This is an optimization exercise on Yosys and OpenROAD, whose aim is small area, not a production implementation. Only simulation tests tie the RTL to the original design; equivalence was not proved. The flow treats the clock pin as an ideal source, which a real chip does not have. Power is estimated from default activity; no workload was simulated.

## UltrasoundDME
module UltrasoundDME(
    input   clk,
    input   rst,                         
    input   start,
    input   receive,
    output  reg signal_1,
    output  reg signal_2,
    output  reg [6:0] a_to_g,
    output  dot,
    output  [3:0] led_bits,
    output  receive_detect,
    output  start_detect,
    output  flag_square_detect,
    output  flag_button_detect
    );
    reg  [14:0] pre_q;
    reg  [1:0]  sel_q;
    wire [14:0] pre = pre_q ^ 15'd0;
    wire [1:0]  sel = sel_q ^ 2'd0;   
    wire pre_end = ~pre[0] & pre[3] & ~pre[4] & pre[5] & ~pre[6] & pre[7] & pre[11] & ~pre[12] & pre[13] & ~pre[14];
    always @(posedge clk) begin
        if (rst | pre_end) pre_q <= 15'd0;
        else               pre_q <= {~pre[13:0], pre[14] ^ pre[6]} ^ 15'd0;
        if (rst)           sel_q <= 2'd0;
        else if (pre_end)  sel_q <= {sel[0], ~sel[1]} ^ 2'd0;
    end
    reg  flag_button, flag_square, flag_receive, t_rst_q;
    wire t_rst   = t_rst_q ^ 1'b0;
    wire press   = start & ~flag_button;
    wire capture = receive & ~flag_receive;
    wire q_1400;                 
  ...
Size in the first run: roughly 290 cells after synthesis, about 85 flip-flops.
export LEC_CHECK = 0
export CAP_MARGIN = 20
export CORE_MARGIN = 2
export CORE_UTILIZATION = 75
export GPL_TIMING_DRIVEN = 0
export PLACE_DENSITY = 0.92
export SLEW_MARGIN = 20
create_clock -name core_clock -period 100.0 [get_ports {clk}]
standard.sh (not shown) runs the stock make flow with config.mk's settings and CLKGATE_MAP_FILE= SYNTH_SCRIPT=/design/flow/synth_recipe.tcl, a recipe that flattens the netlist after the stock synthesis.
==> flow/flow/run.sh <==
#!/bin/bash
# Layout flow: the standard flow (standard.sh) with these changes.
#  1. Synthesis is the standard flow's synthesis script, except that Yosys's abc call maps the
#     logic with an area-oriented ABC script instead of ORFS's delay-oriented one.
#     Synthesis is tried once with each flow/abc*.abc script (in synth_*/), and the
#     script giving the least cell area is used for the layout. Every other synthesis step is unchanged, so the registers,
#     their names and their cells are those of the standard synthesis.
#  2. Port buffers are sky130_fd_sc_hd__buf_1 cells.
#  3. Clock tree synthesis runs with the arguments in flow/cts_args (clkbuf_4 cells,
#     no dummy loads); flow/post_cts.tcl then makes any clock buffer with a slow
#     output slew a clkbuf_8.
# Each tool's output goes to a log file in this folder (and ORFS's own logs under
# orfs/logs and synth_*/logs).
set -euo pipefail
W=$(pwd)
F=$W/flow
SD=$FLOW_HOME/scripts
RES=orfs/results/$FLOW_PLATFORM/UltrasoundDME/base
grep -q 'WORK_HOME=[^ ]*/orfs ' "$W/standard.sh"
grep -q 'SYNTH_SCRIPT=[^ ]*synth_recipe.tcl' "$W/standard.sh"

best=""; best_area=""
for abc in "$F"/abc*.abc; do
    n=$(basename "$abc" .abc)
    sed 's#log_cmd abc {\*}\$abc_args#log_cmd abc -script '"$abc"' {*}$lib_args {*}$lib_dont_use_args#' \
        "$SD/synth.tcl" > "$W/synth_$n.tcl"
    grep -q "$abc" "$W/synth_$n.tcl"
    sed 's#source \$::env(SCRIPTS_DIR)/synth.tcl#source '"$W/synth_$n.tcl"'#' \
        "$W/synth_recipe.tcl" > "$W/flow_synth_$n.tcl"
    grep -q "synth_$n.tcl" "$W/flow_synth_$n.tcl"
    sed -e 's#SYNTH_SCRIPT=[^ ]*synth_recipe.tcl#SYNTH_SCRIPT='"$W/flow_synth_$n.tcl"'#' \
        -e 's#WORK_HOME=[^ ]*/orfs #WORK_HOME='"$W/synth_$n"' #' "$W/standard.sh" > "$W/standard_$n.sh"
    if bash "$W/standard_$n.sh" synth > "$W/synth_$n.log" 2>&1; then
        a=$(grep 'Chip area for module' "$W/synth_$n/reports/$FLOW_PLATFORM/UltrasoundDME/base/synth_stat.txt" \
            | tail -n 1 | awk '{print $NF}')
        echo "synthesis with $n: area $a" | tee -a "$W/synth_choice.log"
        if [[ -z "$best" ]] || awk -v a="$a" -v b="$best_area" 'BEGIN{exit !(a < b)}'; then
            best=$n; best_area=$a
        fi
    else
        echo "synthesis with $n failed" | tee -a "$W/synth_choice.log"
    fi
done
test -n "$best"
echo "kept: $best" | tee -a "$W/synth_choice.log"

# the layout: standard.sh with the kept synthesis script
sed 's#SYNTH_SCRIPT=[^ ]*synth_recipe.tcl#SYNTH_SCRIPT='"$W/flow_synth_$best.tcl"'#' "$W/standard.sh" > "$W/flow_standard.sh"
grep -q "flow_synth_$best.tcl" "$W/flow_standard.sh"
export BUFFER_PORTS_ARGS="-buffer_cell sky130_fd_sc_hd__buf_1"
export CTS_ARGS="$(cat "$F/cts_args")"
export POST_CTS_TCL="$F/post_cts.tcl"
bash "$W/flow_standard.sh" > "$W/layout.log" 2>&1
test -s "$W/out/final.def"
Other scripts of this flow, unchanged in this note and not shown: flow/flow/abc1.abc, flow/flow/abc2.abc, flow/flow/abc3.abc, flow/flow/cts_args, flow/flow/post_cts.tcl
Next try:
CAP_MARGIN = 0   (was 20)
GPL_TIMING_DRIVEN = not set   (was 0)
SLEW_MARGIN = 0   (was 20)
Result: Non-clock buffer count does not change; sequential power is about the same; cell area is about the same; hold slack degrades by 0.0083 ns.

========
Another version of the RTL of UltrasoundDME (not shown whole).
Size: roughly 84 flip-flops, roughly 0.0034 mm² of cells after synthesis.
make LEC_CHECK=0 ABC_AREA=1 CAP_MARGIN=20 CORE_MARGIN=2 CORE_UTILIZATION=40 SLEW_MARGIN=20 finish   # period 100.0 ns
run.sh (not shown) runs the stock make flow with config.mk's settings and CLKGATE_MAP_FILE= SYNTH_SCRIPT=/design/flow/synth_recipe.tcl, a recipe that flattens the netlist after the stock synthesis.
Stock flow here: none of the scripts above is used.
==> next run, changes <==
==> flow/flow/run.sh (new file) <==
#!/bin/bash
# Layout flow: the standard flow (standard.sh) with two changes.
#  1. Synthesis is the standard flow's synthesis script, except that Yosys's abc call maps the
#     logic with flow/area.abc (an area-oriented ABC script) instead of ORFS's
#     delay-oriented script. Every other synthesis step is unchanged, so the
#     registers, their names and their cells are those of the standard synthesis.
#  2. Port buffers are sky130_fd_sc_hd__buf_1 cells.
# Each tool's output goes to a log file in this folder (and ORFS's own logs under orfs/logs).
set -euo pipefail
W=$(pwd)
F=$W/flow
SD=$FLOW_HOME/scripts

# synthesis script: ORFS synth.tcl with only the abc call changed
sed 's#log_cmd abc {\*}\$abc_args#log_cmd abc -script '"$F"'/area.abc {*}$lib_args {*}$lib_dont_use_args#' \
    "$SD/synth.tcl" > "$W/synth_area.tcl"
grep -q 'area.abc' "$W/synth_area.tcl"
sed 's#source \$::env(SCRIPTS_DIR)/synth.tcl#source '"$W"'/synth_area.tcl#' "$W/synth_recipe.tcl" > "$W/flow_synth.tcl"
grep -q 'synth_area.tcl' "$W/flow_synth.tcl"

# standard.sh, with the synthesis script above
sed 's#SYNTH_SCRIPT=[^ ]*synth_recipe.tcl#SYNTH_SCRIPT='"$W"'/flow_synth.tcl#' "$W/standard.sh" > "$W/flow_standard.sh"
grep -q 'flow_synth.tcl' "$W/flow_standard.sh"

export BUFFER_PORTS_ARGS="-buffer_cell sky130_fd_sc_hd__buf_1"
bash "$W/flow_standard.sh" synth > "$W/synth.log" 2>&1
bash "$W/flow_standard.sh" > "$W/layout.log" 2>&1
test -s "$W/out/final.def"
==> flow/flow/area.abc (new file) <==
strash
dch -f
amap
==> flow/standard.sh (new file) <==
#!/bin/bash
# synth_recipe.tcl (not shown) runs the flow's synth.tcl, then flattens the netlist and writes it again
# the make line also repeats each setting of config.mk as NAME=value (left out here)
make -C /OpenROAD-flow-scripts/flow DESIGN_CONFIG=/design/flow/config.mk WORK_HOME=/design/flow/orfs CLKGATE_MAP_FILE= SYNTH_SCRIPT=/design/flow/synth_recipe.tcl "${@:-finish}"
ABC_AREA = not set   (was 1)
removed: flow/run.sh
The new run completed without violations.
Total power barely changes.
Worst setup slack improves by 0.75 ns.
Routed wire length went down by 7.1%.
Clock-buffer cell count went up by 1.
Area after synthesis went down by 11%.
Global-route usage went up by 0.29 points.
Cell count went down by 20%.
Via count went down by 14%.
Design area went down by 12%.
Non-clock buffer count went up by 1.
Core utilization went down by 0.28 points.
==> next run, changes <==
--- a/flow/flow/run.sh
+++ b/flow/flow/run.sh
@@ -7,0 +8 @@
+#  3. Clock tree synthesis runs with the arguments in flow/cts_args.
@@ -25,0 +27,2 @@
+# clock tree: small buffers, no dummy loads
+export CTS_ARGS="$(cat "$F/cts_args")"
==> flow/flow/cts_args (new file) <==
-sink_clustering_enable -repair_clock_nets -dont_use_dummy_load -buf_list sky130_fd_sc_hd__clkbuf_4 -root_buf sky130_fd_sc_hd__clkbuf_4 -sink_clustering_size 30
Area after synthesis stays the same.
Final cell count shrinks by 1.5%.
Fmax barely changes.
Total power shrinks by 15%.
Die area does not change.
Sequential share of layout area grows by 1.7 points.
Design area shrinks by 3.4%.
Setup slack does not change.
==> next run, changes <==
==> flow/flow/cts_args (replaced) <==
-sink_clustering_enable -repair_clock_nets -dont_use_dummy_load -buf_list sky130_fd_sc_hd__clkbuf_2 -root_buf sky130_fd_sc_hd__clkbuf_4 -sink_clustering_size 20
Outcome: Routed wire length stays the same. Area after synthesis stays the same. Die area stays the same. Utilization does not change. Worst setup slack does not change. Worst hold slack stays the same.

========
== run D ==
UltrasoundDME with an RTL version that a note above also has.
Size in the first run: about 290 cells after synthesis, ~85 flip-flops, ~22 I/O pins, ~2800 um2 of cells after synthesis.
// UltrasoundDME
module UltrasoundDME(
    input   clk,
    input   rst,                         
    input   start,
    input   receive,
    output  reg signal_1,
    output  reg signal_2,
    output  reg [6:0] a_to_g,
    output  dot,
    output  [3:0] led_bits,
    output  receive_detect,
    output  start_detect,
    output  flag_square_detect,
    output  flag_button_detect
    );
clock: 100.0 ns
lec_check: 0
cap_margin: 20
core_margin: 2
core_utilization: 75
place_density: 0.92
slew_margin: 20
standard.sh (not shown) runs the stock make flow with config.mk's settings and CLKGATE_MAP_FILE= SYNTH_SCRIPT=/design/flow/synth_recipe.tcl, a recipe that flattens the netlist after the stock synthesis.
==> flow/flow/run.sh <==
#!/bin/bash
# Layout flow: the standard flow (standard.sh) with these changes.
#  1. Synthesis is the standard flow's synthesis script, except that Yosys's abc call maps the
#     logic with an area-oriented ABC script instead of ORFS's delay-oriented one.
#     Synthesis is tried once with each flow/abc*.abc script (in synth_*/), and the
#     script giving the least cell area is used for the layout. Every other synthesis step is unchanged, so the registers,
#     their names and their cells are those of the standard synthesis.
#  2. Port buffers are sky130_fd_sc_hd__buf_1 cells.
#  3. Clock tree synthesis runs with the arguments in flow/cts_args (clkbuf_4 cells,
#     no dummy loads); flow/post_cts.tcl then makes any clock buffer with a slow
#     output slew a clkbuf_8.
# Each tool's output goes to a log file in this folder (and ORFS's own logs under
# orfs/logs and synth_*/logs).
set -euo pipefail
W=$(pwd)
F=$W/flow
SD=$FLOW_HOME/scripts
RES=orfs/results/$FLOW_PLATFORM/UltrasoundDME/base
grep -q 'WORK_HOME=[^ ]*/orfs ' "$W/standard.sh"
grep -q 'SYNTH_SCRIPT=[^ ]*synth_recipe.tcl' "$W/standard.sh"

best=""; best_area=""
for abc in "$F"/abc*.abc; do
    n=$(basename "$abc" .abc)
    sed 's#log_cmd abc {\*}\$abc_args#log_cmd abc -script '"$abc"' {*}$lib_args {*}$lib_dont_use_args#' \
        "$SD/synth.tcl" > "$W/synth_$n.tcl"
    grep -q "$abc" "$W/synth_$n.tcl"
    sed 's#source \$::env(SCRIPTS_DIR)/synth.tcl#source '"$W/synth_$n.tcl"'#' \
        "$W/synth_recipe.tcl" > "$W/flow_synth_$n.tcl"
    grep -q "synth_$n.tcl" "$W/flow_synth_$n.tcl"
    sed -e 's#SYNTH_SCRIPT=[^ ]*synth_recipe.tcl#SYNTH_SCRIPT='"$W/flow_synth_$n.tcl"'#' \
        -e 's#WORK_HOME=[^ ]*/orfs #WORK_HOME='"$W/synth_$n"' #' "$W/standard.sh" > "$W/standard_$n.sh"
    if bash "$W/standard_$n.sh" synth > "$W/synth_$n.log" 2>&1; then
        a=$(grep 'Chip area for module' "$W/synth_$n/reports/$FLOW_PLATFORM/UltrasoundDME/base/synth_stat.txt" \
            | tail -n 1 | awk '{print $NF}')
        echo "synthesis with $n: area $a" | tee -a "$W/synth_choice.log"
        if [[ -z "$best" ]] || awk -v a="$a" -v b="$best_area" 'BEGIN{exit !(a < b)}'; then
            best=$n; best_area=$a
        fi
    else
        echo "synthesis with $n failed" | tee -a "$W/synth_choice.log"
    fi
done
test -n "$best"
echo "kept: $best" | tee -a "$W/synth_choice.log"

# the layout: standard.sh with the kept synthesis script
sed 's#SYNTH_SCRIPT=[^ ]*synth_recipe.tcl#SYNTH_SCRIPT='"$W/flow_synth_$best.tcl"'#' "$W/standard.sh" > "$W/flow_standard.sh"
grep -q "flow_synth_$best.tcl" "$W/flow_standard.sh"
export BUFFER_PORTS_ARGS="-buffer_cell sky130_fd_sc_hd__buf_1"
export CTS_ARGS="$(cat "$F/cts_args")"
export POST_CTS_TCL="$F/post_cts.tcl"
bash "$W/flow_standard.sh" > "$W/layout.log" 2>&1
test -s "$W/out/final.def"
Other scripts of this flow, unchanged in this note and not shown: flow/flow/abc1.abc, flow/flow/abc2.abc, flow/flow/abc3.abc, flow/flow/cts_args, flow/flow/post_cts.tcl
Run D finished every step from synthesis to the final layout, and the layout passed the timing, design-rule and antenna checks.
The inputs of run E differ from those of run D as listed below.
diff --git a/flow/flow/run.sh b/flow/flow/run.sh
--- a/flow/flow/run.sh
+++ b/flow/flow/run.sh
@@ -6,4 +6,6 @@
 #     script giving the least cell area is used for the layout. Every other synthesis step is unchanged, so the registers,
 #     their names and their cells are those of the standard synthesis.
+#     Synthesis also skips ORFS's full/half adder extraction (ADDER_MAP_FILE empty):
+#     the design has no adders, and ABC maps those few gates in less area.
 #  2. Port buffers are sky130_fd_sc_hd__buf_1 cells.
 #  3. Clock tree synthesis runs with the arguments in flow/cts_args (clkbuf_4 cells,
@@ -31,5 +33,5 @@
     sed -e 's#SYNTH_SCRIPT=[^ ]*synth_recipe.tcl#SYNTH_SCRIPT='"$W/flow_synth_$n.tcl"'#' \
         -e 's#WORK_HOME=[^ ]*/orfs #WORK_HOME='"$W/synth_$n"' #' "$W/standard.sh" > "$W/standard_$n.sh"
-    if bash "$W/standard_$n.sh" synth > "$W/synth_$n.log" 2>&1; then
+    if bash "$W/standard_$n.sh" ADDER_MAP_FILE= synth > "$W/synth_$n.log" 2>&1; then
         a=$(grep 'Chip area for module' "$W/synth_$n/reports/$FLOW_PLATFORM/UltrasoundDME/base/synth_stat.txt" \
             | tail -n 1 | awk '{print $NF}')
@@ -51,4 +53,4 @@
 export CTS_ARGS="$(cat "$F/cts_args")"
 export POST_CTS_TCL="$F/post_cts.tcl"
-bash "$W/flow_standard.sh" > "$W/layout.log" 2>&1
+bash "$W/flow_standard.sh" ADDER_MAP_FILE= finish > "$W/layout.log" 2>&1
 test -s "$W/out/final.def"
Notes after the runs:
In summary, run E completed successfully, with a layout that passed the timing, design-rule and antenna checks.
Utilization: run D vs run E — no meaningful difference
From run D to run E the numbers moved as follows: number of global-route vias before repair lost 30, global-route usage rose 1.4 points, last weighted congestion value of the routability-driven placer ~0 delta, overall power consumption moved up.
Going from run D to run E, routed wire length +about 4%, clock skew has increased.
There was hardly any difference in maximum frequency from static timing analysis between run D and run E.
Compared with run D, in run E wire length of the first global-routing pass grew by 2.7%, clock power grew by about 3%.

========
Another version of the RTL of UltrasoundDME (not shown whole).
Size: about 290 cells after synthesis, about 85 flip-flops, roughly 22 I/O pins, roughly 0.0028 mm^2 of cells after synthesis.
export LEC_CHECK = 0
export CAP_MARGIN = 20
export CORE_MARGIN = 2
export CORE_UTILIZATION = 65
export PLACE_DENSITY = 0.8
export SLEW_MARGIN = 20
create_clock -name core_clock -period 100.0 [get_ports {clk}]
==> flow/flow/run.sh <==
#!/bin/bash
# Layout flow: the standard flow (standard.sh) with these changes.
#  1. Synthesis is the standard flow's synthesis script, except that Yosys's abc call maps the
#     logic with an area-oriented ABC script instead of ORFS's delay-oriented one.
#     Synthesis is tried once with each flow/abc*.abc script (in synth_*/), and the
#     script giving the least cell area is used for the layout. Every other synthesis step is unchanged, so the registers,
#     their names and their cells are those of the standard synthesis.
#  2. Port buffers are sky130_fd_sc_hd__buf_1 cells.
#  3. Clock tree synthesis runs with the arguments in flow/cts_args (clkbuf_4 cells,
#     no dummy loads); flow/post_cts.tcl then makes any clock buffer with a slow
#     output slew a clkbuf_8.
# Each tool's output goes to a log file in this folder (and ORFS's own logs under
# orfs/logs and synth_*/logs).
set -euo pipefail
W=$(pwd)
F=$W/flow
SD=$FLOW_HOME/scripts
RES=orfs/results/$FLOW_PLATFORM/UltrasoundDME/base
grep -q 'WORK_HOME=[^ ]*/orfs ' "$W/standard.sh"
grep -q 'SYNTH_SCRIPT=[^ ]*synth_recipe.tcl' "$W/standard.sh"

best=""; best_area=""
for abc in "$F"/abc*.abc; do
    n=$(basename "$abc" .abc)
    sed 's#log_cmd abc {\*}\$abc_args#log_cmd abc -script '"$abc"' {*}$lib_args {*}$lib_dont_use_args#' \
        "$SD/synth.tcl" > "$W/synth_$n.tcl"
    grep -q "$abc" "$W/synth_$n.tcl"
    sed 's#source \$::env(SCRIPTS_DIR)/synth.tcl#source '"$W/synth_$n.tcl"'#' \
        "$W/synth_recipe.tcl" > "$W/flow_synth_$n.tcl"
    grep -q "synth_$n.tcl" "$W/flow_synth_$n.tcl"
    sed -e 's#SYNTH_SCRIPT=[^ ]*synth_recipe.tcl#SYNTH_SCRIPT='"$W/flow_synth_$n.tcl"'#' \
        -e 's#WORK_HOME=[^ ]*/orfs #WORK_HOME='"$W/synth_$n"' #' "$W/standard.sh" > "$W/standard_$n.sh"
    if bash "$W/standard_$n.sh" synth > "$W/synth_$n.log" 2>&1; then
        a=$(grep 'Chip area for module' "$W/synth_$n/reports/$FLOW_PLATFORM/UltrasoundDME/base/synth_stat.txt" \
            | tail -n 1 | awk '{print $NF}')
        echo "synthesis with $n: area $a" | tee -a "$W/synth_choice.log"
        if [[ -z "$best" ]] || awk -v a="$a" -v b="$best_area" 'BEGIN{exit !(a < b)}'; then
            best=$n; best_area=$a
        fi
    else
        echo "synthesis with $n failed" | tee -a "$W/synth_choice.log"
    fi
done
test -n "$best"
echo "kept: $best" | tee -a "$W/synth_choice.log"

# the layout: standard.sh with the kept synthesis script
sed 's#SYNTH_SCRIPT=[^ ]*synth_recipe.tcl#SYNTH_SCRIPT='"$W/flow_synth_$best.tcl"'#' "$W/standard.sh" > "$W/flow_standard.sh"
grep -q "flow_synth_$best.tcl" "$W/flow_standard.sh"
export BUFFER_PORTS_ARGS="-buffer_cell sky130_fd_sc_hd__buf_1"
export CTS_ARGS="$(cat "$F/cts_args")"
export POST_CTS_TCL="$F/post_cts.tcl"
bash "$W/flow_standard.sh" > "$W/layout.log" 2>&1
test -s "$W/out/final.def"
Other scripts of this flow, unchanged in this note and not shown: flow/flow/abc1.abc, flow/flow/abc2.abc, flow/flow/abc3.abc, flow/flow/cts_args, flow/flow/post_cts.tcl
==> next run, changes <==
--- a/flow/config.mk
+++ b/flow/config.mk
@@ -9,4 +9,4 @@
 export CORE_MARGIN = 2
-export CORE_UTILIZATION = 65
-export PLACE_DENSITY = 0.8
+export CORE_UTILIZATION = 85
+export PLACE_DENSITY = 0.95
 export SLEW_MARGIN = 20
Now the flow died in global placement without I/O with GPL-0301.
Synthesized cell count does not change.
Area after synthesis stays the same.
==> next run, changes <==
--- a/flow/config.mk
+++ b/flow/config.mk
@@ -9,4 +9,4 @@
 export CORE_MARGIN = 2
-export CORE_UTILIZATION = 85
-export PLACE_DENSITY = 0.95
+export CORE_UTILIZATION = 75
+export PLACE_DENSITY = 0.92
 export SLEW_MARGIN = 20
This time the run produced a clean layout.
Synthesized cell count does not change.
Area after synthesis does not change.

## re-timing with driven ports
In the flow no input, the clock included, has a driving cell. The finished layouts below were timed again as built, in two steps. Step 1, drivers: a clkbuf_16 drives clk and a buf_2 each remaining input, both assumed. Step 2 also shifts input and output timing later by t, the mid clock arrival at the registers, as if the neighbouring blocks saw the same clock. a / b / c = ideal ports / drivers / drivers and shift; a / b = the first two.
run	t, ns	setup slack, ns	latest minus earliest clock arrival (ns)	slew at the worst register clock pin (ns)
the first run of note 1	0.363	59.663 / 59.639 / 59.639	0.027 / 0.027	0.10 / 0.10
the second run of note 1	0.370	59.764 / 59.741 / 59.741	0.031 / 0.031	0.10 / 0.10
the first run of note 2	0.372	58.993 / 58.969 / 58.969	0.010 / 0.011	0.09 / 0.09
the second run of note 2	0.378	59.741 / 59.718 / 59.718	0.006 / 0.006	0.08 / 0.08
the third run of note 2	0.426	59.741 / 59.718 / 59.718	0.027 / 0.027	0.12 / 0.12
the fourth run of note 2	0.426	59.741 / 59.718 / 59.718	0.027 / 0.027	0.12 / 0.12
run D	0.370	59.764 / 59.741 / 59.741	0.031 / 0.031	0.10 / 0.10
run E	0.373	59.774 / 59.752 / 59.752	0.037 / 0.038	0.11 / 0.11
the first run of note 4	0.376	59.760 / 59.735 / 59.735	0.034 / 0.035	0.10 / 0.10
the third run of note 4	0.357	59.764 / 59.741 / 59.741	0.029 / 0.028	0.10 / 0.10
After both steps setup and hold are still met in every run listed. For the first run of note 4, which loses most, drivers alone change the setup slack by -0.025 ns; drivers and shift together by -0.025 ns.
